From an optimization exercise on the open Yosys and OpenROAD flow, aimed at small area, a short achievable clock period and few clock cycles per item; shortcuts taken in it are not production practice.
Where RTL was checked, it was by simulation tests only, not by an equivalence proof against the original.

## FFT
module FFT(clk, rst_n, in_valid, din_r, din_i, out_valid, dout_r, dout_i);
Settings: LEC_CHECK=0, CAP_MARGIN=0, CORE_MARGIN=2, CORE_UTILIZATION=40, PLACE_DENSITY=0.6, SLEW_MARGIN=0; clock period 12.0 ns.
standard.sh (not shown) runs the stock make flow with config.mk's settings and CLKGATE_MAP_FILE= SYNTH_SCRIPT=/design/flow/synth_recipe.tcl, a recipe that flattens the netlist after the stock synthesis.
==> flow/flow/run.sh <==
#!/bin/bash
set -euo pipefail
export SETUP_SLACK_MARGIN=8
bash standard.sh finish > flow_make.log 2>&1
Testbench counts at the start, summed over its fixed seeds: cycles 26,496, frames 384.
==> next run, changes <==
==> flow/flow/run.sh (replaced) <==
#!/bin/bash
# The standard layout (standard.sh), with repair_timing aiming for extra setup slack.
# The clock, the SDC and every other constraint are unchanged; only the optimisation target moves.
set -euo pipefail
export SETUP_SLACK_MARGIN=8
bash standard.sh synth > synth.log 2>&1
bash standard.sh finish > layout.log 2>&1
- CAP_MARGIN: 0 -> 20
- CORE_UTILIZATION: 40 -> 50
- PLACE_DENSITY: 0.6 -> 0.65
- SLEW_MARGIN: 0 -> 20
Outcome: The new run finished clean; sequential share of layout area came out higher by 0.37 points; via count came out higher by 0.64%; area after synthesis does not change; cell area came out lower by 1.2%; count of clock-buffer cells in the layout came out lower by 8.

========
Another version of the RTL of FFT (not shown whole).
For scale: ~1800 flip-flops, roughly 60 I/O pins.
Settings: LEC_CHECK=0, CAP_MARGIN=20, CORE_MARGIN=2, CORE_UTILIZATION=40, PLACE_DENSITY=0.6, SLEW_MARGIN=20; clock period 12.0 ns.
==> flow/flow/run.sh <==
#!/bin/bash
set -euo pipefail
export SETUP_SLACK_MARGIN=9
bash standard.sh finish > flow_make.log 2>&1
The first run finished with timing, DRC and antenna clean.
Next try:
==> flow/flow/run.sh (replaced) <==
#!/bin/bash
set -euo pipefail
export SETUP_SLACK_MARGIN=8
bash standard.sh finish > flow_make.log 2>&1
What happened:
- The changed run went through all stages and came out clean
- hold slack barely changes
- worst setup slack gets worse by 140 ps
- routed wire length fell by 4.1%
No functional check of the RTL was part of any run of this note.

========
Setup of before:
FFT with an RTL version that a note above also has.
For scale: ~9,800 cells after synthesis, roughly 1,800 flip-flops, ~60 I/O pins, about 98,000 sq um of cells after synthesis.
Design FFT, start of the top module:
module FFT(clk, rst_n, in_valid, din_r, din_i, out_valid, dout_r, dout_i);
input clk;
input rst_n;
input in_valid;
input signed [11:0] din_r;
input signed [11:0] din_i;
output out_valid;
output signed [15:0] dout_r;
output signed [15:0] dout_i;
integer k;
reg run;
reg [6:0] P;
reg ov;
assign out_valid = ov;
always @(posedge clk or negedge rst_n) begin
  if (!rst_n) begin
    run <= 1'b0; P <= 7'd0; ov <= 1'b0;
  end else begin
    if (in_valid) run <= 1'b1;
    if ((run || in_valid) && P != 7'd127) P <= P + 7'd1;
    if (P == 7'd36) ov <= 1'b1;
  end
end
wire [6:0] Pn = P + 7'd1;
reg f0_dl, f0_ld, f1_ld, f1_pre, f2_dl, f2_ld, f3_ld, f3_pre;
always @(posedge clk) begin
  f0_dl <= (Pn >= 7'd17) && (Pn <= 7'd24);
  f0_ld <= (Pn >= 7'd25) && (Pn <= 7'd32);
  f1_ld <= (Pn >= 7'd27) && (Pn <= 7'd34);
  f1_pre <= (Pn < 7'd27);
  f2_dl <= (Pn >= 7'd18) && (Pn <= 7'd25);
  f2_ld <= (Pn >= 7'd26) && (Pn <= 7'd33);
  f3_ld <= (Pn >= 7'd28) && (Pn <= 7'd35);
  f3_pre <= (Pn < 7'd28);
end
wire [3:0] tw4_n = Pn - 7'd17;
  ...
==> flow/config.mk <==
export PLATFORM = sky130hd
export DESIGN_NAME = FFT
export DESIGN_NICKNAME = FFT
export VERILOG_FILES = /design/flow/design.v
export SDC_FILE = /design/flow/constraint.sdc
export NUM_CORES = 4
export LEC_CHECK = 0
export CAP_MARGIN = 20
export CORE_MARGIN = 2
export CORE_UTILIZATION = 40
export PLACE_DENSITY = 0.6
export SLEW_MARGIN = 20
==> flow/constraint.sdc <==
create_clock -name core_clock -period 12.0 [get_ports {clk}]
set_input_delay 2.4000 -clock core_clock [delete_from_list [all_inputs] [get_ports {clk}]]
set_output_delay 2.4000 -clock core_clock [all_outputs]
set_load 0.01 [all_outputs]
==> flow/flow/run.sh <==
#!/bin/bash
set -euo pipefail
export SETUP_SLACK_MARGIN=8
bash standard.sh finish > flow_make.log 2>&1
Testbench counts of before, summed over its fixed seeds: cycles 26,496, frames 384.
Relative to before, the following input files were edited for after:
==> flow/flow/run.sh <==
#!/bin/bash
# The standard layout (standard.sh), with repair_timing aiming for extra setup slack.
# The clock, the SDC and every other constraint are unchanged; only the optimisation target moves.
set -euo pipefail
export SETUP_SLACK_MARGIN=7.9
bash standard.sh synth > synth.log 2>&1
bash standard.sh finish > layout.log 2>&1
## What came out
after finished every stage and its layout cleared the timing, DRC and antenna checks.
Area added between synthesis and finish came out lower on after than on before.
Count of flip-flops with a built-in enable after synthesis came out exactly the same in before and after.
Summary of after over before: final worst-path cycle share +0.53 points, number of buffers created by CTS decreased by 1.1% relative to the old numbers, total placed cells including tap cells comparable.

========
Another version of the RTL of FFT (not shown whole).
Size in the first run: roughly 1800 flip-flops, ~60 I/O pins.
==> flow/config.mk <==
export PLATFORM = sky130hd
export DESIGN_NAME = FFT
export DESIGN_NICKNAME = FFT
export VERILOG_FILES = /design/flow/design.v
export SDC_FILE = /design/flow/constraint.sdc
export NUM_CORES = 4
export LEC_CHECK = 0
export CAP_MARGIN = 0
export CORE_MARGIN = 2
export CORE_UTILIZATION = 40
export CTS_BUF_LIST = sky130_fd_sc_hd__clkbuf_4 sky130_fd_sc_hd__clkbuf_8
export PLACE_DENSITY = 0.6
export SLEW_MARGIN = 0
==> flow/constraint.sdc <==
create_clock -name core_clock -period 12.0 [get_ports {clk}]
set_input_delay 2.4000 -clock core_clock [delete_from_list [all_inputs] [get_ports {clk}]]
set_output_delay 2.4000 -clock core_clock [all_outputs]
set_load 0.01 [all_outputs]
==> flow/flow/run.sh <==
#!/bin/bash
# The standard layout (standard.sh), with repair_timing aiming for extra setup slack.
# The clock, the SDC and every other constraint are unchanged; only the optimisation target moves.
set -euo pipefail
export SETUP_SLACK_MARGIN=8
bash standard.sh synth > synth.log 2>&1
bash standard.sh finish > layout.log 2>&1
Testbench counts at the start, summed over its fixed seeds: cycles 26,496, frames 384.
Edit:
Settings changed: CTS_BUF_LIST sky130_fd_sc_hd__clkbuf_4 sky130_fd_sc_hd__clkbuf_8 to default.
The new run produced a clean layout.
Design area climbs by 0.59%.
Flip-flop and latch count is unchanged.
Clock skew drops by 46 ps.
Fmax barely changes.

re-timing with driven ports:
Ports are ideal in the flow. The routed layouts listed here were re-timed in OpenROAD. Step 1: set_driving_cell puts a clkbuf_16 on clk and a buf_2 on each other input, an assumption about the parent block. Step 2 moves the port delays by t, midway between the first and last clock arrival at a register: inputs arrive t later, outputs are due t later. That takes back most of the time a late clock gives input paths. Slacks: ideal / step 1 / step 2; pairs: ideal / step 1.
run	t (ns)	setup WS [ns]	worst setup path after step 2	clock arrival spread, ns	worst data-port slew with drivers (ns)
the first run of note 1	0.910	8.001 / 7.995 / 7.182	input to register	0.048 / 0.048	0.08
the second run of note 1	0.914	7.938 / 7.938 / 7.279	input to register	0.076 / 0.075	0.09
the first run of note 2	0.931	8.014 / 8.014 / 7.345	input to register	0.070 / 0.071	0.18
the second run of note 2	0.919	7.877 / 7.877 / 7.259	input to register	0.063 / 0.063	0.18
before	0.915	7.992 / 7.992 / 7.320	input to register	0.044 / 0.044	0.08
after	0.899	7.928 / 7.875 / 7.098	input to register	0.059 / 0.059	0.18
the first run of note 4	1.086	8.035 / 7.980 / 6.998	input to register	0.126 / 0.126	0.17
the second run of note 4	0.912	8.027 / 8.017 / 7.105	input to register	0.060 / 0.060	0.16
After both steps setup and hold are still met in every run listed. For the first run of note 4, which loses most, drivers alone change the setup slack by -0.055 ns; drivers and shift together by -1.037 ns.
